What follows belongs to an exercise in optimizing a design on an open flow for small area, a short achievable clock period and few clock cycles; a production flow would make more cautious choices.
The RTL was checked by simulation tests, not by an equivalence proof against the original design.
No activity file was given, so power comes from the tool's default toggle rates.

`flow/standard.sh`:
```
#!/bin/bash
# synth_recipe.tcl (not shown) runs the flow's synth.tcl, then flattens the netlist and writes it again
# the make line also repeats each setting of config.mk as NAME=value (left out here)
make -C /OpenROAD-flow-scripts/flow DESIGN_CONFIG=/design/flow/config.mk WORK_HOME=/design/flow/orfs CLKGATE_MAP_FILE= SYNTH_SCRIPT=/design/flow/synth_recipe.tcl "${@:-finish}"
```
`flow/design.v`:
```
module regfile (
    input clk,
    input clr,
    input we,
    input [4:0] rd,
    input [31:0] wdata,
    input [4:0] rs1,
    input [4:0] rs2,
    output [31:0] rv1,
    output [31:0] rv2
);
    reg [31:0] bank [1:31];
    wire [31:0] wd = clr ? 32'd0 : wdata;
    integer i;
    always @(posedge clk)
        for (i = 1; i < 32; i = i + 1)
            if (clr | (we & (rd == i)))
                bank[i] <= wd;
    wire       f1 = we & (rd == rs1) & (rd != 5'd0);
    wire       f2 = we & (rd == rs2) & (rd != 5'd0);
    wire [7:0] lo1, lo2;
    wire [4:0] hi1, hi2;               
    genvar g, b;
    generate
        for (g = 0; g < 8; g = g + 1) begin : dlo
            assign lo1[g] = (rs1[2:0] == g);
            assign lo2[g] = (rs2[2:0] == g);
        end
        for (g = 0; g < 4; g = g + 1) begin : dhi
            assign hi1[g] = (rs1[4:3] == g) & ~f1;
            assign hi2[g] = (rs2[4:3] == g) & ~f2;
        end
    endgenerate
    assign hi1[4] = f1;
    assign hi2[4] = f2;
    generate
        for (b = 0; b < 32; b = b + 1) begin : bits
            wire [3:0] g1, g2;
            rgrp7 _a1 (.d({bank[7][b], bank[6][b], bank[5][b], bank[4][b], bank[3][b], bank[2][b], bank[1][b]}),
                       .s(lo1[7:1]), .y(g1[0]));
            rgrp7 _a2 (.d({bank[7][b], bank[6][b], bank[5][b], bank[4][b], bank[3][b], bank[2][b], bank[1][b]}),
                       .s(lo2[7:1]), .y(g2[0]));
            for (g = 1; g < 4; g = g + 1) begin : grp
                wire [7:0] d = {bank[8*g+7][b], bank[8*g+6][b], bank[8*g+5][b], bank[8*g+4][b],
                                bank[8*g+3][b], bank[8*g+2][b], bank[8*g+1][b], bank[8*g][b]};
                rgrp8 _b1 (.d(d), .s(lo1), .y(g1[g]));
                rgrp8 _b2 (.d(d), .s(lo2), .y(g2[g]));
            end
            rfin _f1 (.d({wdata[b], g1}), .s(hi1), .y(rv1[b]));
            rfin _f2 (.d({wdata[b], g2}), .s(hi2), .y(rv2[b]));
        end
    endgenerate
endmodule
module rgrp8 (input [7:0] d, input [7:0] s, output y);
    assign y = |(d & s);
endmodule
module rgrp7 (input [6:0] d, input [6:0] s, output y);
    assign y = |(d & s);
endmodule
module rfin (input [4:0] d, input [4:0] s, output y);
    assign y = |(d & s);
endmodule
module cpu (
    input clk,
    input reset,
    output [31:0] iaddr,
    input [31:0] idata,
    output [31:0] daddr,
    input [31:0] drdata,
    output [31:0] dwdata,
    output [3:0] dwe
);
    reg  [31:0] pc_f;                  
    reg  [31:0] a_e, b_e;              
    reg  [11:0] x_e;                   
    reg  [4:0]  rd_e;
    reg  [2:0]  f3_e;
    reg  [3:0]  be_e;                  
    reg         wen_e;                 
    reg         cin_e, sra_e;        
    reg         clr;                 
    reg         go_e;                
    reg         jalr_e, br_e;
    reg         c12_e, s12_e;        
    reg         eq_e, lt_e, ltu_e;   
    reg         o_add, o_sll, o_slt, o_sltu, o_xor, o_sr, o_or, o_and;    
    reg         r_b;                                     
    reg  [3:0]  r_l;                                     
    reg         r_m0, r_m1;                              
    reg         r_w;                                     
    reg  [3:0]  r_sb;                                    
    reg  [3:0]  r_sh;                                    
    wire [19:0] a_inc, a_dec;
    incdec20 _incdec (.a(a_e[31:12]), .inc(a_inc), .dec(a_dec));
    wire        d_inc = c12_e & ~s12_e;
    wire        d_dec = ~c12_e & s12_e;
    reg         cond;
    always @(*) begin
        case (f3_e)
            3'b000:  cond = eq_e;
            3'b001:  cond = ~eq_e;
            3'b100:  cond = lt_e;
            3'b101:  cond = ~lt_e;
            3'b110:  cond = ltu_e;
            3'b111:  cond = ~ltu_e;
            default: cond = 1'b0;
        endcase
    end
    wire        ia_x    = jalr_e | (br_e & cond);           
    wire        ia_pc   = go_e & ~ia_x;
    wire        ia_inc  = jalr_e & d_inc;
    wire        ia_dec  = jalr_e & d_dec;
    wire        ia_keep = (br_e & cond) | (jalr_e & ~d_inc & ~d_dec);
    wire [31:0] pc;                    
    assign pc[31:12] = ({20{ia_inc}} & a_inc) | ({20{ia_dec}} & a_dec) |
                       ({20{ia_keep}} & a_e[31:12]) | ({20{ia_pc}} & pc_f[31:12]);
    assign pc[11:0]  = ({12{ia_x}} & x_e) | ({12{ia_pc}} & pc_f[11:0]);
    assign iaddr = pc;
    wire [4:0] rs1 = idata[19:15];
    wire [4:0] rs2 = idata[24:20];
    wire [2:0] f3  = idata[14:12];
    wire [4:0] opc   = idata[6:2];
    wire d_lui   = opc == 5'b01101;
    wire d_auipc = opc == 5'b00101;
    wire d_jal   = opc == 5'b11011;
    wire d_jalr  = opc == 5'b11001;
    wire d_br    = opc == 5'b11000;
    wire d_load  = opc == 5'b00000;
    wire d_store = opc == 5'b01000;
    wire d_opimm = opc == 5'b00100;
    wire d_op    = opc == 5'b01100;
    wire d_wen   = (d_lui | d_auipc | d_jal | d_jalr | d_load | d_opimm | d_op) & (idata[11:7] != 5'd0);
    wire d_pass  = d_lui | d_auipc | d_jal | d_jalr;
    wire [31:0] imm_i = {{20{idata[31]}}, idata[31:20]};
    wire [31:0] imm_s = {{20{idata[31]}}, idata[31:25], idata[11:7]};
    wire [31:0] imm_u = {idata[31:12], 12'b0};
    wire [31:0] imm_j = {{12{idata[31]}}, idata[19:12], idata[20], idata[30:21], 1'b0};
    wire [31:0] imm_b = {{20{idata[31]}}, idata[7], idata[30:25], idata[11:8], 1'b0};
    wire [31:0] imm_f = ~opc[4] ? imm_u : (opc[1] ? imm_j : imm_b);    
    wire [31:0] res_e;
    wire [31:0] opa, opb;
    regfile _regfile (
        .clk(clk), .clr(clr),
        .we(wen_e), .rd(rd_e), .wdata(res_e),
        .rs1(rs1), .rs2(rs2), .rv1(opa), .rv2(opb)
    );
    wire [31:0] pc4, fsum;
    inc30 _pc4 (.a(pc[31:2]), .y(pc4[31:2]));
    assign pc4[1:0] = pc[1:0];
    add32 _fsum (.a(pc), .b(imm_f), .y(fsum));                
    wire [11:0] imm12 = d_store ? imm_s[11:0] : imm_i[11:0];
    wire [12:0] lsum;                                         
    add12 _lsum (.a(opa[11:0]), .b(imm12), .y(lsum));
    wire [1:0]  lo2 = lsum[1:0];
    wire eq, lt, ltu;
    cmp32 _cmp (.a(opa), .b(opb), .eq(eq), .lt(lt), .ltu(ltu));
    wire d_sub = (d_op & idata[30] & (f3 == 3'b000)) | ((d_op | d_opimm) & (f3[2:1] == 2'b01));   
    wire d_alu = d_op | d_opimm;
    reg [3:0] be;
    always @(*) begin
        case (f3)
            3'b000:  be = 4'b0001 << lo2;
            3'b001:  be = lo2[0] ? 4'b0000 : (lo2[1] ? 4'b1100 : 4'b0011);
            3'b010:  be = (lo2 == 2'b00) ? 4'b1111 : 4'b0000;
            default: be = 4'b0000;
        endcase
    end
    wire [31:0] sdata = {f3[1] ? opb[31:24] : f3[0] ? opb[15:8] : opb[7:0],
                         f3[1] ? opb[23:16] : opb[7:0],
                         (f3[1] | f3[0]) ? opb[15:8] : opb[7:0],
                         opb[7:0]};
    wire ld_b  = d_load & (f3[1:0] == 2'b00);                  
    wire ld_h  = d_load & (f3[1:0] == 2'b01) & ~lo2[0];        
    wire ld_w  = d_load & (f3 == 3'b010) & (lo2 == 2'b00);     
    wire ld_s  = ~f3[2];                                       
    wire [3:0] lane = 4'b0001 << lo2;
    always @(posedge clk) begin
        clr     <= reset;
        pc_f    <= d_jal ? fsum : pc4;
        x_e     <= d_br ? fsum[11:0] : {lsum[11:1], lsum[0] & ~d_jalr};
        a_e     <= d_br ? fsum : opa;
        b_e     <= d_store ? sdata :
                   d_op    ? (opb ^ {32{d_sub}}) :
                   (d_jal | d_jalr) ? pc4 :
                   d_lui   ? imm_u :
                   d_auipc ? fsum : (imm_i ^ {32{d_sub}});
        be_e    <= (d_store & ~reset) ? be : 4'b0000;
        rd_e    <= idata[11:7];
        f3_e    <= f3;
        wen_e   <= d_wen & ~reset;
        cin_e   <= d_sub;
        sra_e   <= idata[30];
        o_add   <= d_alu & (f3 == 3'b000);
        o_sll   <= d_alu & (f3 == 3'b001);
        o_slt   <= d_alu & (f3 == 3'b010);
        o_sltu  <= d_alu & (f3 == 3'b011);
        o_xor   <= d_alu & (f3 == 3'b100);
        o_sr    <= d_alu & (f3 == 3'b101);
        o_or    <= d_alu & (f3 == 3'b110);
        o_and   <= d_alu & (f3 == 3'b111);
        go_e    <= ~reset;             
        jalr_e  <= d_jalr & ~reset;
        br_e    <= d_br & ~reset;
        c12_e   <= lsum[12];
        s12_e   <= imm12[11] & ~d_br;
        eq_e    <= eq;
        lt_e    <= lt;
        ltu_e   <= ltu;
        r_b     <= d_pass;
        r_l     <= {4{ld_b}} & lane | {3'b000, ld_h & ~lo2[1] | ld_w} | {1'b0, ld_h & lo2[1], 2'b00};
        r_m0    <= (ld_h & ~lo2[1]) | ld_w;
        r_m1    <= ld_h & lo2[1];
        r_w     <= ld_w;
        r_sb    <= {4{ld_b & ld_s}} & lane;
        r_sh    <= ({4{ld_b & ld_s}} & lane) | {ld_h & ld_s & lo2[1], 1'b0, ld_h & ld_s & ~lo2[1], 1'b0};
    end
    wire [32:0] s33;
    add33 _add (.a(a_e), .b(b_e), .cin(cin_e), .y(s33));
    wire        altu = ~s33[32];
    wire        alt  = (a_e[31] == b_e[31]) ? a_e[31] : s33[31];
    wire [31:0] sr;
    shr32 _shr (.a(a_e), .left(o_sll), .fill(sra_e & ~o_sll & a_e[31]), .sh(b_e[4:0]), .y(sr));
    reg  [31:0] rr;
    integer k;
    always @(*) for (k = 0; k < 32; k = k + 1) rr[k] = sr[31 - k];
    wire [31:0] alu_out = ({32{o_add}} & s33[31:0]) | ({32{o_sll}} & rr) | ({32{o_sr}} & sr) |
                          {31'd0, (o_slt & alt) | (o_sltu & altu)} |
                          ({32{o_xor}} & (a_e ^ b_e)) | ({32{o_or}} & (a_e | b_e)) |
                          ({32{o_and}} & (a_e & b_e));
    wire [7:0] lbyte = ({8{r_l[0]}} & drdata[7:0])   | ({8{r_l[1]}} & drdata[15:8]) |
                       ({8{r_l[2]}} & drdata[23:16]) | ({8{r_l[3]}} & drdata[31:24]);
    wire       sgnb  = (r_sb[0] & drdata[7]) | (r_sb[1] & drdata[15]) |
                       (r_sb[2] & drdata[23]) | (r_sb[3] & drdata[31]);
    wire       sgnh  = (r_sh[0] & drdata[7]) | (r_sh[1] & drdata[15]) |
                       (r_sh[2] & drdata[23]) | (r_sh[3] & drdata[31]);
    wire [31:0] ldata = {({16{r_w}} & drdata[31:16]) | {16{sgnh}},
                         ({8{r_m0}} & drdata[15:8]) | ({8{r_m1}} & drdata[31:24]) | {8{sgnb}},
                         lbyte};
    assign res_e  = ldata | ({32{r_b}} & b_e) | alu_out;
    assign daddr  = {({20{d_inc}} & a_inc) | ({20{d_dec}} & a_dec) | ({20{~d_inc & ~d_dec}} & a_e[31:12]),
                     x_e[11:2], 2'b00};
    assign dwe    = be_e & {4{~reset}};
    assign dwdata = b_e;
endmodule
module add12 (input [11:0] a, input [11:0] b, output [12:0] y);
    assign y = {1'b0, a} + {1'b0, b};
endmodule
module add32 (input [31:0] a, input [31:0] b, output [31:0] y);
    assign y = a + b;
endmodule
module inc30 (input [29:0] a, output [29:0] y);
    assign y = a + 30'd1;
endmodule
module incdec20 (input [19:0] a, output [19:0] inc, output [19:0] dec);
    assign inc = a + 20'd1;
    assign dec = a - 20'd1;
endmodule
module add33 (input [31:0] a, input [31:0] b, input cin, output [32:0] y);
    assign y = {1'b0, a} + {1'b0, b} + {32'd0, cin};
endmodule
module shr32 (input [31:0] a, input left, input fill, input [4:0] sh, output [31:0] y);
    reg  [31:0] ra;
    integer k;
    always @(*) for (k = 0; k < 32; k = k + 1) ra[k] = a[31 - k];
    wire [31:0] sin = left ? ra : a;
    assign y = $signed({fill, sin}) >>> sh;
endmodule
module cmp32 (input [31:0] a, input [31:0] b, output eq, output lt, output ltu);
    assign eq  = (a == b);
    assign ltu = (a < b);
    assign lt  = (a[31] ^ b[31]) ? a[31] : ltu;
endmodule
```
`flow/constraint.sdc`:
```
create_clock -name core_clock -period 10.5 [get_ports {clk}]
set_input_delay 2.1000 -clock core_clock [delete_from_list [all_inputs] [get_ports {clk}]]
set_output_delay 2.1000 -clock core_clock [all_outputs]
set_load 0.01 [all_outputs]
```
`flow/config.mk`:
```
export PLATFORM = sky130hd
export DESIGN_NAME = cpu
export DESIGN_NICKNAME = cpu
export VERILOG_FILES = /design/flow/design.v
export SDC_FILE = /design/flow/constraint.sdc
export NUM_CORES = 4
export LEC_CHECK = 0
export CAP_MARGIN = 20
export CORE_MARGIN = 2
export CORE_UTILIZATION = 45
export PLACE_DENSITY = 0.6
export SETUP_SLACK_MARGIN = 5
export SLEW_MARGIN = 20
export SYNTH_HIERARCHICAL = 1
export SYNTH_MINIMUM_KEEP_SIZE = 0
export TNS_END_PERCENT = 5
```
`flow/flow/run.sh`:
```
#!/bin/bash
# The standard layout (the standard.sh: standard synthesis, floorplan,
# placement, CTS, routing), with two changes to how it is made:
#  - the port buffers are buf_4 cells instead of the default delay-cell
#    buffers, which the timing repair cannot resize;
#  - the timing repair aims for a setup margin of 5.8 ns.
# The clock, the constraints and the synthesis are the standard flow's own.
set -euo pipefail
bash standard.sh SETUP_SLACK_MARGIN=5.8 "BUFFER_PORTS_ARGS=-buffer_cell sky130_fd_sc_hd__buf_4" finish > standard_flow.log 2>&1
```
==> summary.txt, run 1 <==
status -> finished clean
Leak -> 26.9 nW
clock-pin slew on the worst setup and hold paths -> 0.06 ns
worst-margin pin slew -> 1.18 ns
Syn. warnings -> 10
FILL cells -> 11500
post-synth cell types -> 128
Initial DRC Count -> 9144
asr flop ratio synth -> 0%
Max Fanout on Critical Path -> 28
die height -> 374 um
R2R Setup Slk -> 5.37 ns
core area -> 135000 um2
setup TNS -> 0 ns
hold buffers post-CTS -> 0
DRC viols -> 0
crit share post-route -> 49.6%
PwrDens -> 169 nW/um2
R2R Path Start -> f3_e[2]
Non-Filler Instances -> 7476
initial core utilization -> 45.4%
mean post-synth cell area -> 11.9 um2
critical path endpoint category -> flop
design internal power -> 0.00862 W
die area -> 140000 um2
hold crit path type -> flop to flop
Syn Inst Count -> 5188
RSZ-0062 raised after global routing -> yes
antenna viol nets, final -> 0
total track usage -> 37.3%
Final Setup Violations -> 0
most frequent cells in the layout -> a22oi_1 (1008), edfxtp_1 (992), nand2_1 (376), buf_4 (366), nand4_1 (252)
final hold violation count -> 0
layout cells sized above 1 -> 21.2%
HPWL after detailed placement -> 157000 um
TritonCTS Buffers -> 117
worst r2r path cells -> 16
Seq/Total Area, Yosys -> 53.5%
depth of the CTS H-tree -> 3
final wirelength -> 269000 um
mapped cell area -> 61500 um2
CTS tree -> done
hold path depth -> 3
clock sinks -> 1146
Max Clock Freq -> 0.192 GHz
worst hold path endpoint -> pc_f[0]
area grow syn2layout -> 20.1%
routed len/inst -> 36.0 um
Sw Ratio -> 31.1%
CTS Root Cell -> clkbuf_16
Worst Clk Skew -> 0.0538 ns
combinational share of power -> 23.0%
remaining global-route overflow -> 0
commonest non-fill, non-tap cell in the layout -> a22oi_1
die width -> 374 um
num rows -> 135
WS Path Type -> input port to flop
via-per-instance ratio -> 7.28
Critical Path Start Type -> input port
Yosys reg bits -> 1146
Layout Nets -> 5832
total number of vias -> 54400
Port Buffers -> 161
Seq pwr share -> 43.8%
top_reg_cell synth -> edfxtp_1
Psw -> 0.00389 W
VDD IR max -> 151 uV
first-pass GRT wire length -> 378000 um
CP arrival -> 5.81 ns
Clock power frac -> 33.2%
Max-slew headroom -> 21.1%
Initial DRT Pass Iterations -> 9
placed insts -> 7063
Crit path required time -> 11.10 ns
Post-synth EDFFs -> 992
Clock Latency Late Sink -> 0.76 ns
final slew viol count -> 0
worst reg2reg endpoint -> b_e[16]
vias in the first global route -> 51900
maximum buffer depth of the clock tree -> 3
largest net degree at the start of global routing -> 97
initial antenna violation count -> 8
max_cap viols -> 0
I/O pin total -> 166
Placer Congestion -> 1.04
Tmin final -> 5.21 ns
worst hold start -> x_e[0]
[state kept, by name, summed over array words and instances (netlist names), 2 cells and up]
signal	flops
_regfile.bank	992
a_e	32
b_e	32
pc_f	32
x_e	12
rd_e	5
be_e	4
r_l	4
r_sh	4
f3_e	3
r_sb	2
[Yosys stat by module, one instance, submodules excluded]
module	flip-flops and latches	cells	times used
incdec20	0	116	1
cmp32	0	120	1
add32	0	275	1
inc30	0	81	1
shr32	0	320	1
rfin	0	3	64
rgrp8	0	5	192
add12	0	82	1
cpu	154	1387	1
regfile	992	1140	1
add33	0	259	1
rgrp7	0	4	64
[critical path, cell delays in order]
cell        delay [ns]
buf_16            0.15
clkinvlp_4        0.19
buf_6             0.18
nor2_2            0.14
fa_1              0.24
a21o_1            0.19
a311o_1           0.22
nand4_1           0.21
a211oi_1          0.50
nor2_1            0.11
xnor2_1           0.50
mux2_2            0.26
a21oi_1           0.06
o22ai_1           0.23
a21o_1            0.46
[per-stage QoR]
step           cell area, um2  setup WS, ns  util [%]  power [W]  hold slack [ns]
3_3_place_gp            65600          3.83      48.4    0.00786            0.901
4_1_cts                 73300          5.40      54.1     0.0123            0.816
5_1_grt                 73800          5.21      54.5     0.0128            0.865
3_5_place_dp            65600          3.95      48.4    0.00789            0.893
6_report                73800          5.29      54.5     0.0125            0.824
2_1_floorplan           61700          3.60         -    0.00691            0.703
[power groups by stage]
| stage | combinational [W] | clock, W | sequential, W |
|---|---|---|---|
| floorplan | 0.00141 | 0 | 0.00550 |
| global placement | 0.00231 | 0 | 0.00555 |
| detailed placement | 0.00233 | 0 | 0.00556 |
| CTS | 0.00271 | 0.00416 | 0.00546 |
| global route | 0.00298 | 0.00435 | 0.00550 |
| finish | 0.00288 | 0.00416 | 0.00548 |
[cells by family (layout without fill, tap and decap cells)]
| family | after synthesis | count (layout) | share of synthesized area, % |
|---|---|---|---|
| multiplexers | 194 | 194 | 4.29 |
| AND/OR/NAND/NOR | 1242 | 1247 | 10.5 |
| buffers and inverters | 373 | 865 | 2.76 |
| flip-flops | 1146 | 1146 | 53.5 |
| AO/OA/AOI/OAI | 1886 | 1886 | 22.9 |
| other | 1 | 11 | 0.00610 |
| XOR/XNOR | 167 | 167 | 2.42 |
| adder cells (fa/ha/maj) | 179 | 179 | 3.69 |
[final cells by class]
class                      instances  area [um2]  area share (%)
clock inverter                    82         722           0.978
sequential                      1146       32900            44.6
clock buffer                     137        3060            4.14
timing repair buffer             479        4960            6.71
tap                             1781        2230            3.02
inverter                         166         642           0.869
antenna                            8        20.0          0.0271
timing repair inverter             1        7.51          0.0102
multi-input combinational       3676       29300            39.6
[synthesized netlist by cell type (9+ instances only)]
library cell | number | area, um2
xnor2_1 | 86 | 753
o21ai_0 | 152 | 761
buf_2 | 23 | 115
mux2i_1 | 73 | 731
nand4_1 | 252 | 1580
buf_1 | 21 | 78.8
clkbuf_1 | 119 | 447
nor3b_1 | 9 | 67.6
a311oi_1 | 14 | 123
a22o_1 | 18 | 158
nor3_1 | 37 | 185
nand3_1 | 118 | 591
o21a_1 | 15 | 113
nand2b_1 | 23 | 144
o22ai_1 | 37 | 231
a211oi_1 | 20 | 150
nor2b_1 | 71 | 444
and4_1 | 10 | 87.6
edfxtp_1 | 992 | 29800
a222oi_1 | 142 | 1420
mux4_2 | 43 | 968
dfxtp_1 | 154 | 3080
buf_6 | 13 | 146
mux2_2 | 73 | 822
a22oi_1 | 1039 | 7800
nor2_1 | 163 | 612
buf_4 | 25 | 188
a21oi_1 | 144 | 721
and2_1 | 13 | 81.3
ha_1 | 175 | 2190
and3_1 | 22 | 138
o211ai_1 | 23 | 173
a221oi_1 | 51 | 447
nor4_1 | 10 | 62.6
a221o_1 | 28 | 280
xor2_1 | 79 | 692
a21o_1 | 61 | 458
nand2_1 | 424 | 1590
inv_1 | 164 | 616
o21bai_1 | 29 | 218
o21ai_1 | 14 | 70.1
[layer usage]
layer / track usage [%] / part of all wire (%) / vias up
li1: - / - / 22300
met1: 46.3 / 36 / 26700
met2: 57.7 / 44 / 4303
met3: 8.29 / 12 / 1117
met4: 26.6 / 8.2 / 6
met5: 0 / 0.015 / -
[how the worst max path moves through the flow]
stage,start,slack [ns],to
6_report,idata[6],5.29,b_e[16]
5_1_grt,a_e[0],5.21,x_e[10]
2_1_floorplan,idata[22],3.60,lt_e
3_3_place_gp,idata[21],3.83,lt_e
3_5_place_dp,idata[22],3.95,lt_e
4_1_cts,a_e[26],5.40,iaddr[31]
[timing repair]
item	4_1_cts	5_1_grt
pin swaps	147	49
endpoints found under the setup margin	809	111
cloned	25	0
gates resized for setup	491	37
buffers inserted	143	17
Testbench counts, summed over its fixed seeds: cycles 115,251.
==> run 2, diff against run 1 <==
--- a/flow/design.v
+++ b/flow/design.v
@@ -156,6 +156,10 @@
     cmp32 _cmp (.a(opa), .b(opb), .eq(eq), .lt(lt), .ltu(ltu));
     wire d_sub = (d_op & idata[30] & (f3 == 3'b000)) | ((d_op | d_opimm) & (f3[2:1] == 2'b01));   
     wire d_alu = d_op | d_opimm;
+    wire d_sll = d_alu & (f3 == 3'b001);
+    reg  [31:0] opa_rev;
+    integer m;
+    always @(*) for (m = 0; m < 32; m = m + 1) opa_rev[m] = opa[31 - m];
     reg [3:0] be;
     always @(*) begin
         case (f3)
@@ -178,7 +182,7 @@
         clr     <= reset;
         pc_f    <= d_jal ? fsum : pc4;
         x_e     <= d_br ? fsum[11:0] : {lsum[11:1], lsum[0] & ~d_jalr};
-        a_e     <= d_br ? fsum : opa;
+        a_e     <= d_br ? fsum : d_sll ? opa_rev : opa;    
         b_e     <= d_store ? sdata :
                    d_op    ? (opb ^ {32{d_sub}}) :
                    (d_jal | d_jalr) ? pc4 :
@@ -219,7 +223,7 @@
     wire        altu = ~s33[32];
     wire        alt  = (a_e[31] == b_e[31]) ? a_e[31] : s33[31];
     wire [31:0] sr;
-    shr32 _shr (.a(a_e), .left(o_sll), .fill(sra_e & ~o_sll & a_e[31]), .sh(b_e[4:0]), .y(sr));
+    shr32 _shr (.a(a_e), .fill(sra_e & ~o_sll & a_e[31]), .sh(b_e[4:0]), .y(sr));
     reg  [31:0] rr;
     integer k;
     always @(*) for (k = 0; k < 32; k = k + 1) rr[k] = sr[31 - k];
@@ -258,12 +262,32 @@
 module add33 (input [31:0] a, input [31:0] b, input cin, output [32:0] y);
     assign y = {1'b0, a} + {1'b0, b} + {32'd0, cin};
 endmodule
-module shr32 (input [31:0] a, input left, input fill, input [4:0] sh, output [31:0] y);
-    reg  [31:0] ra;
+module shr32 (input [31:0] a, input fill, input [4:0] sh, output [31:0] y);
     integer k;
-    always @(*) for (k = 0; k < 32; k = k + 1) ra[k] = a[31 - k];
-    wire [31:0] sin = left ? ra : a;
-    assign y = $signed({fill, sin}) >>> sh;
+    wire [63:0] x0 = {{32{fill}}, a};
+    reg  [34:0] x1;
+    reg  [31:0] x2;
+    always @(*) begin
+        for (k = 0; k < 35; k = k + 1)
+            case (sh[1:0])
+                2'd0: x1[k] = x0[k];
+                2'd1: x1[k] = x0[k + 1];
+                2'd2: x1[k] = x0[k + 2];
+                default: x1[k] = x0[k + 3];
+            endcase
+    end
+    wire [63:0] x1e = {{29{fill}}, x1};
+    always @(*) begin
+        for (k = 0; k < 32; k = k + 1)
+            case (sh[3:2])
+                2'd0: x2[k] = x1e[k];
+                2'd1: x2[k] = x1e[k + 4];
+                2'd2: x2[k] = x1e[k + 8];
+                default: x2[k] = x1e[k + 12];
+            endcase
+    end
+    wire [47:0] x2e = {{16{fill}}, x2};
+    assign y = sh[4] ? x2e[47:16] : x2;
 endmodule
 module cmp32 (input [31:0] a, input [31:0] b, output eq, output lt, output ltu);
     assign eq  = (a == b);
--- a/flow/config.mk
+++ b/flow/config.mk
@@ -7,8 +7,8 @@
 export LEC_CHECK = 0
 export CAP_MARGIN = 20
 export CORE_MARGIN = 2
-export CORE_UTILIZATION = 45
-export PLACE_DENSITY = 0.6
+export CORE_UTILIZATION = 62
+export PLACE_DENSITY = 0.8
 export SETUP_SLACK_MARGIN = 5
 export SLEW_MARGIN = 20
 export SYNTH_HIERARCHICAL = 1
==> run 2 against run 1 <==
Clock skew fell by 0.014 ns. Clock power up 4%. Area after synthesis decreased by 1.3%. Synthesized cell count decreased by 2.2%. Sequential share of layout area is 1.8 points higher. Wire length fell by 8.1%.
==> summary.txt, run 2 <==
most frequent cells in the layout -> a22oi_1 (1029), edfxtp_1 (992), buf_4 (330), nand2_1 (311), nand4_1 (258) (was a22oi_1 (1008), edfxtp_1 (992), nand2_1 (376), buf_4 (366), nand4_1 (252))
status -> finished clean (unchanged)
R2R Path Start -> b_e[0] (was f3_e[2])
CTS Root Cell -> clkbuf_16 (unchanged)
clock-pin slew on the worst setup and hold paths -> 0.07 ns (was 0.06 ns)
Seq/Total Area, Yosys -> 54.2% (was 53.5%)
top_reg_cell synth -> edfxtp_1 (unchanged)
DRC viols -> 0 (unchanged)
Max-slew headroom -> 16.8% (was 21.1%)
first-pass GRT wire length -> 350000 um (was 378000 um)
num rows -> 114 (was 135)
final slew viol count -> 0 (unchanged)
Clock Latency Late Sink -> 0.76 ns (about the same)
area grow syn2layout -> 16.8% (was 20.1%)
FILL cells -> 6337 (was 11500)
worst hold path endpoint -> pc_f[1] (was pc_f[0])
VDD IR max -> 169 uV (was 151 uV)
final hold violation count -> 0 (unchanged)
depth of the CTS H-tree -> 3 (unchanged)
Port Buffers -> 161 (unchanged)
die width -> 317 um (was 374 um)
hold path depth -> 2 (was 3)
mean post-synth cell area -> 12.0 um2 (was 11.9 um2)
Crit path required time -> 10.95 ns (was 11.10 ns)
HPWL after detailed placement -> 141000 um (was 157000 um)
asr flop ratio synth -> 0% (unchanged)
layout cells sized above 1 -> 19.0% (was 21.2%)
CTS tree -> done (unchanged)
Final Util -> 73.2% (was 54.5%)
die height -> 317 um (was 374 um)
Post-DP Area -> 64200 um2 (was 65600 um2)
mapped cell area -> 60700 um2 (was 61500 um2)
worst r2r path cells -> 21 (was 16)
antenna viol nets, final -> 0 (unchanged)
Tmin final -> 5.47 ns (was 5.21 ns)
R2R Setup Slk -> 5.17 ns (was 5.37 ns)
top-count cell post-synth -> a22oi_1 (unchanged)
WS Path Type -> input port to flop (unchanged)
RSZ-0062 raised after global routing -> yes (unchanged)
max_cap viols -> 0 (unchanged)
initial antenna violation count -> 14 (was 8)
via-per-instance ratio -> 8.05 (was 7.28)
Synth area leaders -> edfxtp_1 (49%), a22oi_1 (13%), dfxtp_1 (5.1%), ha_1 (3.6%), nand4_1 (2.7%) (was edfxtp_1 (48%), a22oi_1 (13%), dfxtp_1 (5.0%), ha_1 (3.6%), nand2_1 (2.6%))
Post-Layout Inst Area -> 70900 um2 (was 73800 um2)
Syn Inst Count -> 5076 (was 5188)
maximum buffer depth of the clock tree -> 3 (unchanged)
worst-margin pin slew -> 1.25 ns (was 1.18 ns)
core area -> 96900 um2 (was 135000 um2)
routed len/inst -> 36.4 um (was 36.0 um)
total number of vias -> 54700 (was 54400)
Post-synth EDFFs -> 992 (unchanged)
max reg flops -> 992 (unchanged)
Initial DRT Pass Iterations -> 13 (was 9)
initial core utilization -> 62.7% (was 45.4%)
commonest non-fill, non-tap cell in the layout -> a22oi_1 (unchanged)
Max Clock Freq -> 0.183 GHz (was 0.192 GHz)
Worst Clk Skew -> 0.0396 ns (was 0.0538 ns)
Yosys reg bits -> 1146 (unchanged)
PwrDens -> 178 nW/um2 (was 169 nW/um2)
post-synth cell types -> 121 (was 128)
Yosys top cell area share -> 49.1% (was 48.4%)
worst hold start -> x_e[1] (was x_e[0])
die area -> 100000 um2 (was 140000 um2)
setup TNS -> 0 ns (unchanged)
most flop-heavy register -> _regfile.bank (unchanged)
TritonCTS Buffers -> 111 (was 117)
Syn. warnings -> 10 (unchanged)
I/O pin total -> 166 (unchanged)
remaining global-route overflow -> 0 (unchanged)
Post-synth top cells -> a22oi_1 (1044), edfxtp_1 (992), nand2_1 (347) (was a22oi_1 (1039), edfxtp_1 (992), nand2_1 (424))
Critical Path Start Type -> input port (unchanged)
Max Fanout on Critical Path -> 64 (was 28)
Leak -> 25.9 nW (was 26.9 nW)
CP arrival -> 5.92 ns (was 5.81 ns)
worst reg2reg endpoint -> lt_e (was b_e[16])
hold crit path type -> flop to flop (unchanged)
critical path endpoint category -> flop (unchanged)
vias in the first global route -> 52100 (was 51900)
Final Setup Violations -> 0 (unchanged)
Placer Congestion -> 1.07 (was 1.04)
Initial DRC Count -> 11500 (was 9144)
largest net degree at the start of global routing -> 129 (was 97)
final wirelength -> 247000 um (was 269000 um)
crit share post-route -> 52.1% (was 49.6%)
clock sinks -> 1146 (unchanged)
Layout Nets -> 5658 (was 5832)
leading area contributor after synthesis -> edfxtp_1 (unchanged)
total track usage -> 48.2% (was 37.3%)
==> run 2: changes by cell type after synthesis, sizes merged, moves of 11 or more <==
| cell | previous run | this run |
|---|---|---|
| nand3 | 119 | 148 |
| o22ai | 37 | 14 |
| nand2 | 426 | 348 |
| a221oi | 52 | 41 |
| mux2i | 73 | 100 |
| o21a | 18 | 7 |
| o21ai | 167 | 195 |
| mux4 | 47 | 27 |
| nor2 | 166 | 145 |
==> run 2: power breakdown <==
part / internal (W) / switching, W / leakage (nW)
clock: 0.00249 / 0.00184 / 1.92
sequential: 0.00527 / 0.000222 / 11.5
combinational: 0.000979 / 0.00183 / 12.5
total: 0.00873 / 0.00389 / 25.9
==> run 2: per-module statistics from Yosys, one instance, submodules excluded, excerpt <==
module	flops+latches	times used	cell area, um2
add33	0	1	1830
cmp32	0	1	843
incdec20	0	1	833
regfile	992	1	30800
rfin	0	64	21.3
shr32	0	1	2060
==> run 2: stage by stage <==
step           total power, W  instances  hold WS, ns  worst slack (ns)
2_1_floorplan         0.00695       5078        0.517              3.60
3_3_place_gp          0.00784       6456        0.592              3.74
3_5_place_dp          0.00789       6456        0.613              3.63
4_1_cts                0.0123       6766        0.625              5.39
5_1_grt                0.0129       6788        0.655              5.06
6_report               0.0126       6794        0.634              5.03
==> run 2: final cells by class <==
type	instances	area, um2	share of cell area [%]
flip-flops and latches	1146	32900	46.4
multi-input cells	3585	27900	39.4
repair buffers	410	3890	5.49
clock buffers	136	3030	4.27
well taps	1276	1600	2.25
clock inverters	76	910	1.28
inverters	158	603	0.851
diodes	6	15.0	0.0212
repair inverters	1	7.51	0.0106
==> run 2: per-layer routing <==
layer  vias up  global-route usage, %  share of wire (%)
met1     25600                   56.8                 31
met2      5649                   70.7                 42
met3      1618                   18.5                 17
met4        20                   38.5                 10
li1      21800                      -                  -
met5         -                  0.379              0.067
==> run 2: what timing repair did <==
action,CTS,global route
endpoints found under the setup margin,434,128
cloned,13,1
pin swaps,94,36
setup buffers,85,18
resized for setup,243,107
hold buffers,0,0
==> run 2: logic make-up after synthesis <==
group | count (synthesis) | share of synthesized area, %
AOI/OAI and AO/OA | 1873 | 23.0
and+or+nand+nor | 1167 | 10.3
DFF | 1146 | 54.2
buffers and inverters | 352 | 2.53
muxes | 196 | 3.96
adders and majority gates | 179 | 3.74
xor gates and xnor gates | 162 | 2.35
other | 1 | 0.00618
==> run 2: worst max-delay path by stage <==
stage              start      end  cells past startpoint
2_1_floorplan  idata[17]  x_e[11]                     13
3_3_place_gp      b_e[0]    c12_e                     21
3_5_place_dp      b_e[0]  x_e[10]                     23
4_1_cts        idata[21]     lt_e                     14
5_1_grt           b_e[0]     lt_e                     20
6_report       idata[20]  b_e[25]                     12
==> run 2: critical path, cell delays in order <==
cell	delay [ns]
buf_4	0.36
nor3b_4	0.11
buf_4	0.19
bufbuf_16	0.41
a22oi_1	0.21
nand4_1	0.14
a22oi_1	0.56
nand2_1	0.58
mux2i_1	0.27
o21ai_0	0.10
a22oi_1	0.36
nand3_1	0.46
Testbench counts of run 2, summed over its fixed seeds: cycles 115,251.
==> run 3, diff against run 2 <==
--- a/flow/config.mk
+++ b/flow/config.mk
@@ -8,6 +8,8 @@
 export CAP_MARGIN = 20
 export CORE_MARGIN = 2
 export CORE_UTILIZATION = 62
+export CTS_CLUSTER_DIAMETER = 100
+export CTS_CLUSTER_SIZE = 30
 export PLACE_DENSITY = 0.8
 export SETUP_SLACK_MARGIN = 5
 export SLEW_MARGIN = 20
==> run 3 against run 2 <==
Non-clock buffer count is 11 higher. Combinational power about the same. Final area down 3.6%. Clock skew fell by 0.0065 ns. Highest routed layer unchanged. Utilization decreased by 2.6 points. Sequential power barely moved. Wire length fell by 1.4%. Sequential cell count unchanged. Global-route usage is 0.93 points lower. Area after synthesis is the same. Maximum frequency is 1.9% higher. Setup slack gained 0.10 ns.
==> summary.txt, run 3 <==
status -> finished clean (unchanged)
RSZ-0062 raised after global routing -> yes (unchanged)
core area -> 96900 um2 (unchanged)
hold buffers post-CTS -> 0 (unchanged)
antenna viol nets, final -> 0 (unchanged)
area grow syn2layout -> 12.6% (was 16.8%)
total number of vias -> 54200 (was 54700)
clock sinks -> 1146 (unchanged)
Post-Layout Inst Area -> 68300 um2 (was 70900 um2)
Yosys reg bits -> 1146 (unchanged)
Initial DRT Pass Iterations -> 14 (was 13)
Post-DP Area -> 64200 um2 (unchanged)
Post-synth EDFFs -> 992 (unchanged)
WS Path Type -> input port to flop (unchanged)
first-pass GRT wire length -> 344000 um (was 350000 um)
max reg flops -> 992 (unchanged)
simple logic cell fraction of the synthesized area -> 10.3% (unchanged)
total track usage -> 47.3% (was 48.2%)
commonest non-fill, non-tap cell in the layout -> a22oi_1 (unchanged)
mapped cell area -> 60700 um2 (unchanged)
final slew viol count -> 0 (unchanged)
die area -> 100000 um2 (unchanged)
initial core utilization -> 62.7% (unchanged)
final hold violation count -> 0 (unchanged)
Final Setup Violations -> 0 (unchanged)
mean post-synth cell area -> 12.0 um2 (unchanged)
R2R Setup Slk -> 5.14 ns (was 5.17 ns)
Yosys top cell area share -> 49.1% (unchanged)
post-synth cell types -> 121 (unchanged)
worst reg2reg endpoint -> lt_e (unchanged)
Critical Path Start Type -> input port (unchanged)
Post-synth top cells -> a22oi_1 (1044), edfxtp_1 (992), nand2_1 (347) (unchanged)
die width -> 317 um (unchanged)
Synth area leaders -> edfxtp_1 (49%), a22oi_1 (13%), dfxtp_1 (5.1%), ha_1 (3.6%), nand4_1 (2.7%) (unchanged)
Seq/Total Area, Yosys -> 54.2% (unchanged)
setup TNS -> 0 ns (unchanged)
worst hold start -> x_e[1] (unchanged)
CP arrival -> 5.95 ns (was 5.92 ns)
layout cells sized above 1 -> 17.5% (was 19.0%)
Initial DRC Count -> 10900 (was 11500)
Tmin final -> 5.37 ns (was 5.47 ns)
vias in the first global route -> 50700 (was 52100)
xor/xnor cell area share of the yosys netlist -> 2.35% (unchanged)
top_reg_cell synth -> edfxtp_1 (unchanged)
maximum buffer depth of the clock tree -> 3 (unchanged)
most flop-heavy register -> _regfile.bank (unchanged)
via-per-instance ratio -> 8.15 (was 8.05)
worst-margin pin slew -> 1.24 ns (was 1.25 ns)
crit share post-route -> 51.1% (was 52.1%)
I/O pin total -> 166 (unchanged)
mux share of post-synthesis cell area -> 3.96% (unchanged)
Max-slew headroom -> 17.5% (was 16.8%)
worst r2r path cells -> 20 (was 21)
hold path depth -> 2 (unchanged)
remaining global-route overflow -> 0 (unchanged)
Psw -> 0.00348 W (was 0.00389 W)
critical path endpoint category -> flop (unchanged)
depth of the CTS H-tree -> 2 (was 3)
asr flop ratio synth -> 0% (unchanged)
Leak -> 24.7 nW (was 25.9 nW)
Crit path required time -> 11.08 ns (was 10.95 ns)
most frequent cells in the layout -> a22oi_1 (1027), edfxtp_1 (992), buf_4 (341), nand2_1 (305), nand4_1 (258) (was a22oi_1 (1029), edfxtp_1 (992), buf_4 (330), nand2_1 (311), nand4_1 (258))
Syn. warnings -> 10 (unchanged)
largest net degree at the start of global routing -> 129 (unchanged)
CTS Root Cell -> clkbuf_16 (unchanged)
leading area contributor after synthesis -> edfxtp_1 (unchanged)
CTS tree -> done (unchanged)
clock-pin slew on the worst setup and hold paths -> 0.10 ns (was 0.07 ns)
routed len/inst -> 36.6 um (was 36.4 um)
design internal power -> 0.00710 W (was 0.00873 W)
DRC viols -> 0 (unchanged)
die height -> 317 um (unchanged)
initial antenna violation count -> 9 (was 14)
Seq pwr share -> 51.7% (was 43.5%)
R2R Path Start -> a_e[31] (was b_e[0])
PwrDens -> 155 nW/um2 (was 178 nW/um2)
Placer Congestion -> 1.07 (unchanged)
final wirelength -> 244000 um (was 247000 um)
TritonCTS Buffers -> 47 (was 111)
VDD IR max -> 194 uV (was 169 uV)
top-count cell post-synth -> a22oi_1 (unchanged)
max_cap viols -> 0 (unchanged)
Sw Ratio -> 32.9% (was 30.8%)
hold crit path type -> flop to flop (unchanged)
Max Clock Freq -> 0.186 GHz (was 0.183 GHz)
num rows -> 114 (unchanged)
HPWL after detailed placement -> 141000 um (unchanged)
Clock Latency Late Sink -> 0.70 ns (was 0.76 ns)
Layout Nets -> 5605 (was 5658)
Max Fanout on Critical Path -> 127 (was 64)
Port Buffers -> 161 (unchanged)
Syn Inst Count -> 5076 (unchanged)
worst hold path endpoint -> pc_f[1] (unchanged)
largest family of logic cells by synthesized area -> compound AO/OA/AOI/OAI gates (unchanged)
total power -> 0.0106 W (was 0.0126 W)
Worst Clk Skew -> 0.0331 ns (was 0.0396 ns)
Clock power frac -> 21.8% (was 34.3%)
combinational share of power -> 26.5% (was 22.3%)
Synth Area in Compound Gates -> 23.0% (unchanged)
Synth Area in Adders -> 3.74% (unchanged)
run 3: cell counts after synthesis:
Identical to the previous run, type by type.
run 3: cell families (layout without fill, tap and decap cells):
family,count (synthesis),in the layout
DFF,1146,1146
muxes,196,196
other,1,6
buffers and inverters,352,648
xor gates and xnor gates,162,162
adders and majority gates,179,179
AOI/OAI and AO/OA,1873,1873
and+or+nand+nor,1167,1172
run 3: power by group through the flow:
stage,combinational (W),clock (W),sequential (W)
floorplan,0.00144,0,0.00551
global route,0.00288,0.00241,0.00550
finish,0.00280,0.00230,0.00548
detailed placement,0.00234,0,0.00556
CTS,0.00257,0.00226,0.00546
global placement,0.00230,0,0.00553
run 3: worst max-delay path by stage:
stage                   start      end  slack, ns  cells after the start
floorplan           idata[17]  x_e[11]       3.60                     13
global placement       b_e[0]    c12_e       3.74                     21
detailed placement     b_e[0]  x_e[10]       3.63                     23
CTS                    b_e[0]  x_e[10]       5.41                     24
global route           b_e[0]     lt_e       5.14                     20
finish              idata[15]     lt_e       5.13                     14
run 3: worst max-delay path, stage by stage:
cell and delay [ns]:
buf_6 0.18, nand2_1 0.14, nor2_4 0.05, buf_12 0.22, a22oi_1 0.43, nand4_1 0.12
a22oi_1 0.44, nand2_1 0.32, ha_1 0.40, nand4_1 0.22, nor4b_2 0.39, o21ai_0 0.21
a21oi_2 0.24, o32ai_1 0.12
run 3: modules after synthesis, one instance, submodules excluded:
| module | flops+latches | cells inside | cell area (um2) | times used |
|---|---|---|---|---|
| regfile | 992 | 1140 | 30800 | 1 |
| cpu | 154 | 1406 | 11200 | 1 |
| shr32 | 0 | 230 | 2060 | 1 |
| add33 | 0 | 258 | 1830 | 1 |
| add32 | 0 | 235 | 1730 | 1 |
| cmp32 | 0 | 120 | 843 | 1 |
| incdec20 | 0 | 116 | 833 | 1 |
| add12 | 0 | 82 | 628 | 1 |
| inc30 | 0 | 81 | 566 | 1 |
| rgrp8 | 0 | 5 | 36.3 | 192 |
| rgrp7 | 0 | 4 | 30.0 | 64 |
| rfin | 0 | 3 | 21.3 | 64 |
run 3: repair_timing:
item	in CTS	in global routing
setup endpoints to repair	435	120
setup buffers	86	29
resized for setup	258	100
pin swaps	75	45
cloned	13	3
run 3: final cells by class:
type | instances | area (um2)
Clock buffer | 56 | 1230
Fill cell | 6698 | 28500
Inverter | 158 | 608
Sequential cell | 1146 | 32900
Timing Repair Buffer | 421 | 3910
Tap cell | 1276 | 1600
Timing Repair inverter | 1 | 7.51
Clock inverter | 12 | 153
Antenna cell | 3 | 7.51
Multi-Input combinational cell | 3585 | 27900
run 3: metrics by stage:
| stage | setup WS [ns] | std cells | utilization, % | hold WS [ns] |
|---|---|---|---|---|
| global route | 5.14 | 6657 | 70.6 | 0.665 |
| finish | 5.13 | 6658 | 70.6 | 0.650 |
| detailed placement | 3.63 | 6456 | 66.3 | 0.613 |
| floorplan | 3.60 | 5078 | - | 0.517 |
| global placement | 3.74 | 6456 | 66.3 | 0.592 |
| CTS | 5.41 | 6623 | 69.8 | 0.633 |
run 3: metal layers:
| metal | track usage [%] | wire length (um) | vias to the layer above |
|---|---|---|---|
| met2 | 69.9 | 102000 | 5580 |
| met1 | 56.8 | 75700 | 25500 |
| met3 | 17.0 | 40600 | 1603 |
| met4 | 36.0 | 24900 | 10 |
| li1 | - | - | 21600 |
| met5 | 0.189 | 89 | - |
==> run 4, diff against run 3 <==
--- a/flow/config.mk
+++ b/flow/config.mk
@@ -7,10 +7,10 @@
 export LEC_CHECK = 0
 export CAP_MARGIN = 20
 export CORE_MARGIN = 2
-export CORE_UTILIZATION = 62
+export CORE_UTILIZATION = 45
 export CTS_CLUSTER_DIAMETER = 100
 export CTS_CLUSTER_SIZE = 30
-export PLACE_DENSITY = 0.8
+export PLACE_DENSITY = 0.6
 export SETUP_SLACK_MARGIN = 5
 export SLEW_MARGIN = 20
 export SYNTH_HIERARCHICAL = 1
==> run 4 against run 3 <==
Cell count is 6.9% higher. Utilization is 19 points lower. Critical path type is now flop to flop. Wire length is 5.7% higher. Clock power is 2% higher. Via count is 4.1% lower.
==> summary.txt, run 4 <==
status -> finished clean (unchanged)
total track usage -> 36.3% (was 47.3%)
area grow syn2layout -> 13.2% (was 12.6%)
crit share post-route -> 50.9% (was 51.1%)
worst hold start -> x_e[0] (was x_e[1])
hold buffers post-CTS -> 0 (unchanged)
Max Clock Freq -> 0.187 GHz (was 0.186 GHz)
most frequent cells in the layout -> a22oi_1 (1027), edfxtp_1 (992), buf_4 (306), nand2_1 (305), nand4_1 (258) (was a22oi_1 (1027), edfxtp_1 (992), buf_4 (341), nand2_1 (305), nand4_1 (258))
Leak -> 24.5 nW (was 24.7 nW)
placed insts -> 6943 (was 6456)
Placer Congestion -> 1.01 (was 1.07)
max_cap viols -> 0 (unchanged)
Yosys top cell area share -> 49.1% (unchanged)
Max-slew headroom -> 24.3% (was 17.5%)
worst hold path endpoint -> pc_f[0] (was pc_f[1])
Critical path origin -> b_e[0] (was idata[15])
mean post-synth cell area -> 12.0 um2 (unchanged)
final hold violation count -> 0 (unchanged)
Yosys reg bits -> 1146 (unchanged)
Synth area leaders -> edfxtp_1 (49%), a22oi_1 (13%), dfxtp_1 (5.1%), ha_1 (3.6%), nand4_1 (2.7%) (unchanged)
initial core utilization -> 45.4% (was 62.7%)
final worst slack -> 5.16 ns (was 5.13 ns)
critical path endpoint category -> flop (unchanged)
Seq/Total Area, Yosys -> 54.2% (unchanged)
CTS tree -> done (unchanged)
final wirelength -> 258000 um (was 244000 um)
pre-CTS setup slack -> 3.83 ns (was 3.63 ns)
Post-Layout Inst Area -> 68700 um2 (was 68300 um2)
largest net degree at the start of global routing -> 97 (was 129)
most flop-heavy register -> _regfile.bank (unchanged)
routed len/inst -> 36.2 um (was 36.6 um)
RSZ-0062 raised after global routing -> yes (unchanged)
Clock Latency Late Sink -> 0.72 ns (was 0.70 ns)
Syn. warnings -> 10 (unchanged)
commonest non-fill, non-tap cell in the layout -> a22oi_1 (unchanged)
depth of the CTS H-tree -> 2 (unchanged)
I/O pin total -> 166 (unchanged)
via-per-instance ratio -> 7.31 (was 8.15)
hold path depth -> 2 (unchanged)
Port Buffers -> 161 (unchanged)
Worst Clk Skew -> 0.0415 ns (was 0.0331 ns)
antenna viol nets, final -> 0 (unchanged)
setup TNS -> 0 ns (unchanged)
num rows -> 134 (was 114)
Max Fanout on Critical Path -> 43 (was 127)
post-synth cell types -> 121 (unchanged)
Tmin final -> 5.34 ns (was 5.37 ns)
Post-synth top cells -> a22oi_1 (1044), edfxtp_1 (992), nand2_1 (347) (unchanged)
total number of vias -> 52000 (was 54200)
vias in the first global route -> 48700 (was 50700)
Post-synth EDFFs -> 992 (unchanged)
top-count cell post-synth -> a22oi_1 (unchanged)
clock sinks -> 1146 (unchanged)
Non-Filler Instances -> 7116 (was 6658)
mapped cell area -> 60700 um2 (unchanged)
die height -> 371 um (was 317 um)
CP arrival -> 5.94 ns (was 5.95 ns)
Critical Path Start Type -> flop (was input port)
initial antenna violation count -> 10 (was 9)
Crit path required time -> 11.10 ns (was 11.08 ns)
Post-DP Area -> 64900 um2 (was 64200 um2)
TritonCTS Buffers -> 47 (unchanged)
R2R Path Start -> b_e[0] (was a_e[31])
die width -> 371 um (was 317 um)
worst r2r path cells -> 18 (was 20)
asr flop ratio synth -> 0% (unchanged)
clock-pin slew on the worst setup and hold paths -> 0.12 ns (was 0.10 ns)
Initial DRC Count -> 8465 (was 10900)
worst reg2reg endpoint -> x_e[11] (was lt_e)
worst-margin pin slew -> 1.14 ns (was 1.24 ns)
die area -> 138000 um2 (was 100000 um2)
max reg flops -> 992 (unchanged)
core area -> 134000 um2 (was 96900 um2)
maximum buffer depth of the clock tree -> 3 (unchanged)
Final Setup Violations -> 0 (unchanged)
DRC viols -> 0 (unchanged)
PwrDens -> 154 nW/um2 (was 155 nW/um2)
leading area contributor after synthesis -> edfxtp_1 (unchanged)
remaining global-route overflow -> 0 (unchanged)
HPWL after detailed placement -> 154000 um (was 141000 um)
first-pass GRT wire length -> 359000 um (was 344000 um)
Initial DRT Pass Iterations -> 10 (was 14)
Layout Nets -> 5571 (was 5605)
WS Path Type -> flop to flop (was input port to flop)
final slew viol count -> 0 (unchanged)
Syn Inst Count -> 5076 (unchanged)
CTS Root Cell -> clkbuf_16 (unchanged)
R2R Setup Slk -> 5.16 ns (was 5.14 ns)
hold crit path type -> flop to flop (unchanged)
VDD IR max -> 116 uV (was 194 uV)
top_reg_cell synth -> edfxtp_1 (unchanged)
layout cells sized above 1 -> 16.6% (was 17.5%)
-- run 4: cell types whose count changed in the layout (fill, tap and decap cells not counted), sizes merged, moves of 2 or more --
cell	delta
buf	-32
clkinv	+6
clkinvlp	-2
inv	-4
-- run 4: worst max-delay path, stage by stage (launching register included) --
cell,delay [ns]
dfxtp_4,0.39
buf_4,0.12
buf_12,0.27
mux4_2,0.56
mux2_2,0.30
o211ai_1,0.23
nand3_1,0.30
a221oi_1,0.35
and3_1,0.20
nand2_1,0.22
a222oi_1,0.39
nand2_2,0.26
ha_2,0.51
and4_2,0.28
a2111oi_0,0.07
a2111oi_1,0.37
o211ai_1,0.17
nand2_1,0.11
nand2_1,0.08
-- run 4: worst max path at each step --
stage,endpoint,depth (start not counted)
2_1_floorplan,x_e[11],13
3_3_place_gp,b_e[17],16
3_5_place_dp,b_e[17],16
5_1_grt,lt_e,21
4_1_cts,iaddr[25],9
6_report,x_e[11],18
-- run 4: metal layers --
metal  track usage (%)  wire, um  part of all wire (%)  vias to the layer above
li1                  -         -                     -                    21500
met1              46.1     93000                    36                    25800
met2              56.4    115000                    45                     3780
met3              7.84     30100                    12                      930
met4              22.9     19500                   7.6                        8
met5                 0        54                 0.021                        -
-- run 4: per-module statistics from Yosys, one instance, submodules excluded, excerpt --
module | copies in the design | flops+latches
add33 | 1 | 0
incdec20 | 1 | 0
rfin | 64 | 0
cmp32 | 1 | 0
cpu | 1 | 154
inc30 | 1 | 0
add12 | 1 | 0
-- run 4: cells by family (layout without fill, tap and decap cells) --
kind of cell	Yosys count	in the layout	synth area share, %
xor gates and xnor gates	162	162	2.35
DFF	1146	1146	54.2
muxes	196	196	3.96
buffers and inverters	352	616	2.53
and+or+nand+nor	1167	1171	10.3
AOI/OAI and AO/OA	1873	1873	23.0
adders and majority gates	179	179	3.74
other	1	5	0.00618
-- run 4: what timing repair did --
action                                  in CTS  in global routing
cloned                                      10                  0
gates resized for setup                    272                 24
pin swaps                                   58                 16
setup buffers                               84                  6
endpoints found under the setup margin     500                119
-- run 4: cell type report --
type	count	area (um2)
repair inverters	1	7.51
flip-flops and latches	1146	32900
fillers	11600	64900
inverters	158	604
well taps	1768	2210
multi-input cells	3584	27900
diodes	2	5.00
clock inverters	12	174
repair buffers	388	3690
clock buffers	57	1230
-- run 4: power breakdown --
part	total [W]	internal, W	switching (W)
combinational	0.00276	0.000943	0.00181
clock	0.00235	0.000874	0.00147
sequential	0.00546	0.00526	0.000205
total	0.0106	0.00707	0.00349
-- run 4: metrics by stage --
step	utilization (%)	hold slack, ns	total power, W
3_5_place_dp	48.6	0.633	0.00797
2_1_floorplan	-	0.517	0.00695
3_3_place_gp	48.5	0.628	0.00794
6_report	51.4	0.659	0.0106
5_1_grt	51.4	0.678	0.0108
4_1_cts	51.2	0.664	0.0104
==> run 5, diff against run 4 <==
--- a/flow/design.v
+++ b/flow/design.v
@@ -108,9 +108,9 @@
     end
     wire        ia_x    = jalr_e | (br_e & cond);           
     wire        ia_pc   = go_e & ~ia_x;
-    wire        ia_inc  = jalr_e & d_inc;
-    wire        ia_dec  = jalr_e & d_dec;
-    wire        ia_keep = (br_e & cond) | (jalr_e & ~d_inc & ~d_dec);
+    wire        ia_inc  = ia_x & d_inc;
+    wire        ia_dec  = ia_x & d_dec;
+    wire        ia_keep = ia_x & ~d_inc & ~d_dec;
     wire [31:0] pc;                    
     assign pc[31:12] = ({20{ia_inc}} & a_inc) | ({20{ia_dec}} & a_dec) |
                        ({20{ia_keep}} & a_e[31:12]) | ({20{ia_pc}} & pc_f[31:12]);
@@ -136,7 +136,6 @@
     wire [31:0] imm_u = {idata[31:12], 12'b0};
     wire [31:0] imm_j = {{12{idata[31]}}, idata[19:12], idata[20], idata[30:21], 1'b0};
     wire [31:0] imm_b = {{20{idata[31]}}, idata[7], idata[30:25], idata[11:8], 1'b0};
-    wire [31:0] imm_f = ~opc[4] ? imm_u : (opc[1] ? imm_j : imm_b);    
     wire [31:0] res_e;
     wire [31:0] opa, opb;
     regfile _regfile (
@@ -147,8 +146,10 @@
     wire [31:0] pc4, fsum;
     inc30 _pc4 (.a(pc[31:2]), .y(pc4[31:2]));
     assign pc4[1:0] = pc[1:0];
-    add32 _fsum (.a(pc), .b(imm_f), .y(fsum));                
-    wire [11:0] imm12 = d_store ? imm_s[11:0] : imm_i[11:0];
+    add32 _fsum (.a(pc), .b(imm_j), .y(fsum));                
+    wire [12:0] bsum;                                         
+    add12 _bsum (.a(pc[11:0]), .b(imm_b[11:0]), .y(bsum));
+    wire [11:0] imm12 = d_store ? imm_s[11:0] : imm_i[11:0];    
     wire [12:0] lsum;                                         
     add12 _lsum (.a(opa[11:0]), .b(imm12), .y(lsum));
     wire [1:0]  lo2 = lsum[1:0];
@@ -169,10 +170,6 @@
             default: be = 4'b0000;
         endcase
     end
-    wire [31:0] sdata = {f3[1] ? opb[31:24] : f3[0] ? opb[15:8] : opb[7:0],
-                         f3[1] ? opb[23:16] : opb[7:0],
-                         (f3[1] | f3[0]) ? opb[15:8] : opb[7:0],
-                         opb[7:0]};
     wire ld_b  = d_load & (f3[1:0] == 2'b00);                  
     wire ld_h  = d_load & (f3[1:0] == 2'b01) & ~lo2[0];        
     wire ld_w  = d_load & (f3 == 3'b010) & (lo2 == 2'b00);     
@@ -181,20 +178,18 @@
     always @(posedge clk) begin
         clr     <= reset;
         pc_f    <= d_jal ? fsum : pc4;
-        x_e     <= d_br ? fsum[11:0] : {lsum[11:1], lsum[0] & ~d_jalr};
-        a_e     <= d_br ? fsum : d_sll ? opa_rev : opa;    
-        b_e     <= d_store ? sdata :
-                   d_op    ? (opb ^ {32{d_sub}}) :
+        x_e     <= d_br ? bsum[11:0] : {lsum[11:1], lsum[0] & ~d_jalr};
+        a_e     <= (d_br | d_auipc) ? pc : d_sll ? opa_rev : opa;    
+        b_e     <= (d_store | d_op) ? (opb ^ {32{d_sub}}) :
                    (d_jal | d_jalr) ? pc4 :
-                   d_lui   ? imm_u :
-                   d_auipc ? fsum : (imm_i ^ {32{d_sub}});
+                   (d_lui | d_auipc) ? imm_u : (imm_i ^ {32{d_sub}});
         be_e    <= (d_store & ~reset) ? be : 4'b0000;
         rd_e    <= idata[11:7];
         f3_e    <= f3;
         wen_e   <= d_wen & ~reset;
         cin_e   <= d_sub;
         sra_e   <= idata[30];
-        o_add   <= d_alu & (f3 == 3'b000);
+        o_add   <= (d_alu & (f3 == 3'b000)) | d_auipc;
         o_sll   <= d_alu & (f3 == 3'b001);
         o_slt   <= d_alu & (f3 == 3'b010);
         o_sltu  <= d_alu & (f3 == 3'b011);
@@ -205,12 +200,12 @@
         go_e    <= ~reset;             
         jalr_e  <= d_jalr & ~reset;
         br_e    <= d_br & ~reset;
-        c12_e   <= lsum[12];
-        s12_e   <= imm12[11] & ~d_br;
+        c12_e   <= d_br ? bsum[12] : lsum[12];
+        s12_e   <= d_br ? imm_b[12] : imm12[11];
         eq_e    <= eq;
         lt_e    <= lt;
         ltu_e   <= ltu;
-        r_b     <= d_pass;
+        r_b     <= d_pass & ~d_auipc;
         r_l     <= {4{ld_b}} & lane | {3'b000, ld_h & ~lo2[1] | ld_w} | {1'b0, ld_h & lo2[1], 2'b00};
         r_m0    <= (ld_h & ~lo2[1]) | ld_w;
         r_m1    <= ld_h & lo2[1];
@@ -244,7 +239,10 @@
     assign daddr  = {({20{d_inc}} & a_inc) | ({20{d_dec}} & a_dec) | ({20{~d_inc & ~d_dec}} & a_e[31:12]),
                      x_e[11:2], 2'b00};
     assign dwe    = be_e & {4{~reset}};
-    assign dwdata = b_e;
+    assign dwdata = {f3_e[1] ? b_e[31:24] : f3_e[0] ? b_e[15:8] : b_e[7:0],
+                     f3_e[1] ? b_e[23:16] : b_e[7:0],
+                     (f3_e[1] | f3_e[0]) ? b_e[15:8] : b_e[7:0],
+                     b_e[7:0]};
 endmodule
 module add12 (input [11:0] a, input [11:0] b, output [12:0] y);
     assign y = {1'b0, a} + {1'b0, b};
==> run 5 against run 4 <==
Still clean on timing, DRC and antenna. Die area about the same. Count of clock-buffer cells in the layout down 2. Sequential cell count unchanged. Maximum frequency up 1.7%. Power up 0.84%. Sequential power up 1%. Clock power up 2%. Sequential share of layout area down 0.53 points.
==> summary.txt, run 5 <==
final hold violation count -> 0 (unchanged)
layout cells sized above 1 -> 17.3% (was 16.6%)
R2R Setup Slk -> 5.27 ns (was 5.16 ns)
Seq pwr share -> 51.9% (was 51.7%)
CTS tree -> done (unchanged)
first-pass GRT wire length -> 364000 um (was 359000 um)
Clock power frac -> 22.6% (was 22.2%)
largest net degree at the start of global routing -> 129 (was 97)
leading area contributor after synthesis -> edfxtp_1 (unchanged)
Tmin final -> 5.25 ns (was 5.34 ns)
max reg flops -> 992 (unchanged)
Yosys reg bits -> 1146 (unchanged)
clock-pin slew on the worst setup and hold paths -> 0.12 ns (about the same)
I/O pin total -> 166 (unchanged)
max_cap viols -> 0 (unchanged)
most frequent cells in the layout -> a22oi_1 (1023), edfxtp_1 (992), buf_4 (336), nand4_1 (288), nand2_1 (224) (was a22oi_1 (1027), edfxtp_1 (992), buf_4 (306), nand2_1 (305), nand4_1 (258))
Max Clock Freq -> 0.190 GHz (was 0.187 GHz)
Leak -> 25.0 nW (was 24.5 nW)
total track usage -> 36.8% (was 36.3%)
critical path endpoint category -> flop (unchanged)
mean post-synth cell area -> 12.0 um2 (about the same)
Clock Latency Late Sink -> 0.74 ns (was 0.72 ns)
top-count cell post-synth -> a22oi_1 (unchanged)
Psw -> 0.00352 W (was 0.00349 W)
setup TNS -> 0 ns (unchanged)
CTS Root Cell -> clkbuf_16 (unchanged)
Worst Clk Skew -> 0.0492 ns (was 0.0415 ns)
area grow syn2layout -> 14.6% (was 13.2%)
Post-synth top cells -> a22oi_1 (1037), edfxtp_1 (992), nand4_1 (288) (was a22oi_1 (1044), edfxtp_1 (992), nand2_1 (347))
num rows -> 134 (unchanged)
routed len/inst -> 36.6 um (was 36.2 um)
Max Fanout on Critical Path -> 86 (was 43)
CP arrival -> 5.88 ns (was 5.94 ns)
worst hold path endpoint -> a_e[27] (was pc_f[0])
PwrDens -> 153 nW/um2 (was 154 nW/um2)
remaining global-route overflow -> 0 (unchanged)
via-per-instance ratio -> 7.36 (was 7.31)
Crit path required time -> 11.12 ns (was 11.10 ns)
Max-slew headroom -> 25.9% (was 24.3%)
crit share post-route -> 50.0% (was 50.9%)
maximum buffer depth of the clock tree -> 3 (unchanged)
design internal power -> 0.00713 W (was 0.00707 W)
HPWL after detailed placement -> 151000 um (was 154000 um)
core area -> 134000 um2 (unchanged)
die area -> 138000 um2 (about the same)
Initial DRT Pass Iterations -> 11 (was 10)
post-synth cell types -> 114 (was 121)
vias in the first global route -> 49000 (was 48700)
Layout Nets -> 5594 (was 5571)
Port Buffers -> 161 (unchanged)
combinational share of power -> 25.5% (was 26.1%)
hold crit path type -> flop to flop (unchanged)
depth of the CTS H-tree -> 2 (unchanged)
WS Path Type -> input port to flop (was flop to flop)
simple logic cell fraction of the synthesized area -> 10.0% (was 10.3%)
commonest non-fill, non-tap cell in the layout -> a22oi_1 (unchanged)
status -> finished clean (unchanged)
worst r2r path cells -> 19 (was 18)
R2R Path Start -> a_e[31] (was b_e[0])
mapped cell area -> 60700 um2 (about the same)
Yosys top cell area share -> 49.1% (about the same)
final wirelength -> 261000 um (was 258000 um)
Synth Area in Compound Gates -> 22.8% (was 23.0%)
Sw Ratio -> 33.1% (was 33.0%)
Initial DRC Count -> 8555 (was 8465)
TritonCTS Buffers -> 48 (was 47)
initial antenna violation count -> 7 (was 10)
Placer Congestion -> 1.01 (about the same)
hold path depth -> 2 (unchanged)
worst reg2reg endpoint -> x_e[9] (was x_e[11])
largest family of logic cells by synthesized area -> compound AO/OA/AOI/OAI gates (unchanged)
top_reg_cell synth -> edfxtp_1 (unchanged)
Synth Area in Adders -> 4.02% (was 3.74%)
RSZ-0062 raised after global routing -> yes (unchanged)
Synth area leaders -> edfxtp_1 (49%), a22oi_1 (13%), dfxtp_1 (5.1%), ha_1 (3.9%), nand4_1 (3.0%) (was edfxtp_1 (49%), a22oi_1 (13%), dfxtp_1 (5.1%), ha_1 (3.6%), nand4_1 (2.7%))
total number of vias -> 52500 (was 52000)
die height -> 371 um (about the same)
die width -> 371 um (about the same)
most flop-heavy register -> _regfile.bank (unchanged)
Post-synth EDFFs -> 992 (unchanged)
final slew viol count -> 0 (unchanged)
Syn Inst Count -> 5047 (was 5076)
Final Setup Violations -> 0 (unchanged)
initial core utilization -> 45.4% (about the same)
antenna viol nets, final -> 0 (unchanged)
worst-margin pin slew -> 1.10 ns (was 1.14 ns)
mux share of post-synthesis cell area -> 3.63% (was 3.96%)
hold buffers post-CTS -> 0 (unchanged)
Seq/Total Area, Yosys -> 54.2% (about the same)
DRC viols -> 0 (unchanged)
worst hold start -> pc_f[27] (was x_e[0])
Critical Path Start Type -> input port (was flop)
VDD IR max -> 123 uV (was 116 uV)
Syn. warnings -> 10 (unchanged)
asr flop ratio synth -> 0% (unchanged)
Final Util -> 52.0% (was 51.4%)
clock sinks -> 1146 (unchanged)
xor/xnor cell area share of the yosys netlist -> 2.58% (was 2.35%)
==> run 5: metal layers <==
layer / routed length [um] / share of wire [%] / global-route usage [%]
met5: 68 / 0.026 / 0
met4: 18500 / 7.1 / 22.3
met3: 32400 / 12 / 9.12
met2: 115000 / 44 / 56.1
met1: 95000 / 36 / 47.4
==> run 5: through the flow <==
| step | std cells | instance area [um2] | power (W) | worst slack, ns | hold slack (ns) |
|---|---|---|---|---|---|
| floorplan | 5050 | 60900 | 0.00693 | 3.39 | 0.488 |
| global placement | 6909 | 64800 | 0.00791 | 3.56 | 0.510 |
| detailed placement | 6909 | 64800 | 0.00794 | 3.57 | 0.513 |
| CTS | 7109 | 69000 | 0.0105 | 5.39 | 0.531 |
| global route | 7126 | 69500 | 0.0109 | 5.19 | 0.549 |
| finish | 7129 | 69500 | 0.0107 | 5.25 | 0.528 |
==> run 5: worst max path at each step <==
stage / start / to / slack, ns / depth (start not counted)
final: idata[17] / lt_e / 5.25 / 13
after global routing: a_e[13] / c12_e / 5.19 / 23
after CTS: a_e[15] / iaddr[25] / 5.39 / 9
after detailed placement: b_e[0] / c12_e / 3.57 / 21
after global placement: b_e[0] / c12_e / 3.56 / 21
after floorplan: idata[17] / c12_e / 3.39 / 12
==> run 5: repair_timing <==
action	in CTS	in global routing
pin swaps	82	22
endpoints found under the setup margin	544	87
buffers inserted	105	16
resized for setup	303	48
gates cloned	24	0
==> run 5: power groups by stage <==
stage	sequential [W]	combinational, W	clock (W)
final	0.00553	0.00272	0.00240
after global routing	0.00555	0.00283	0.00256
after CTS	0.00551	0.00257	0.00240
after detailed placement	0.00561	0.00232	0
after global placement	0.00560	0.00231	0
after floorplan	0.00553	0.00140	0
==> run 5: kinds of logic (layout without fill, tap and decap cells) <==
logic type / count (synthesis) / count (layout)
AND/OR/NAND/NOR: 1107 / 1116
AO/OA/AOI/OAI: 1878 / 1880
XOR/XNOR: 178 / 178
adder cells (fa/ha/maj): 192 / 192
other: 1 / 8
multiplexers: 175 / 175
buffers and inverters: 370 / 666
flip-flops: 1146 / 1146
==> run 5: cell type report <==
| type | instances | area, um2 |
|---|---|---|
| antenna | 4 | 10.0 |
| clock buffer | 55 | 1230 |
| clock inverter | 16 | 223 |
| fill | 11500 | 64100 |
| inverter | 167 | 634 |
| multi-input combinational | 3545 | 27900 |
| sequential | 1146 | 32900 |
| tap | 1768 | 2210 |
| timing repair buffer | 428 | 4390 |
==> run 5: Yosys stat by module, one instance, submodules excluded <==
| module | cells inside | times used | area (um2) |
|---|---|---|---|
| add12 | 82 | 2 | 628 |
| add32 | 235 | 1 | 1730 |
| add33 | 258 | 1 | 1830 |
| cmp32 | 120 | 1 | 843 |
| cpu | 1295 | 1 | 10500 |
| inc30 | 81 | 1 | 566 |
| incdec20 | 116 | 1 | 833 |
| regfile | 1140 | 1 | 30800 |
| rfin | 3 | 64 | 21.3 |
| rgrp7 | 4 | 64 | 30.0 |
| rgrp8 | 5 | 192 | 36.3 |
| shr32 | 230 | 1 | 2060 |
==> run 5: critical path: stages <==
cell and delay, ns:
buf_8 0.16, and3_4 0.31, buf_16 0.25, a22oi_1 0.32, nand4_1 0.13, a22oi_1 0.64
nand2_2 0.33, ha_1 0.39, a21oi_1 0.14, o21ai_1 0.09, a211oi_2 0.25, o2111ai_1 0.16
o32ai_1 0.31
Testbench counts of run 5, summed over its fixed seeds: cycles 115,251.

Check on run 5: ideal ports give 5.248 ns setup slack; a clkbuf_16 on the clock port and buf_2 on the inputs give 5.259 ns; moving port delays by the midpoint clock arrival (0.815 ns) as well gives 4.476 ns.
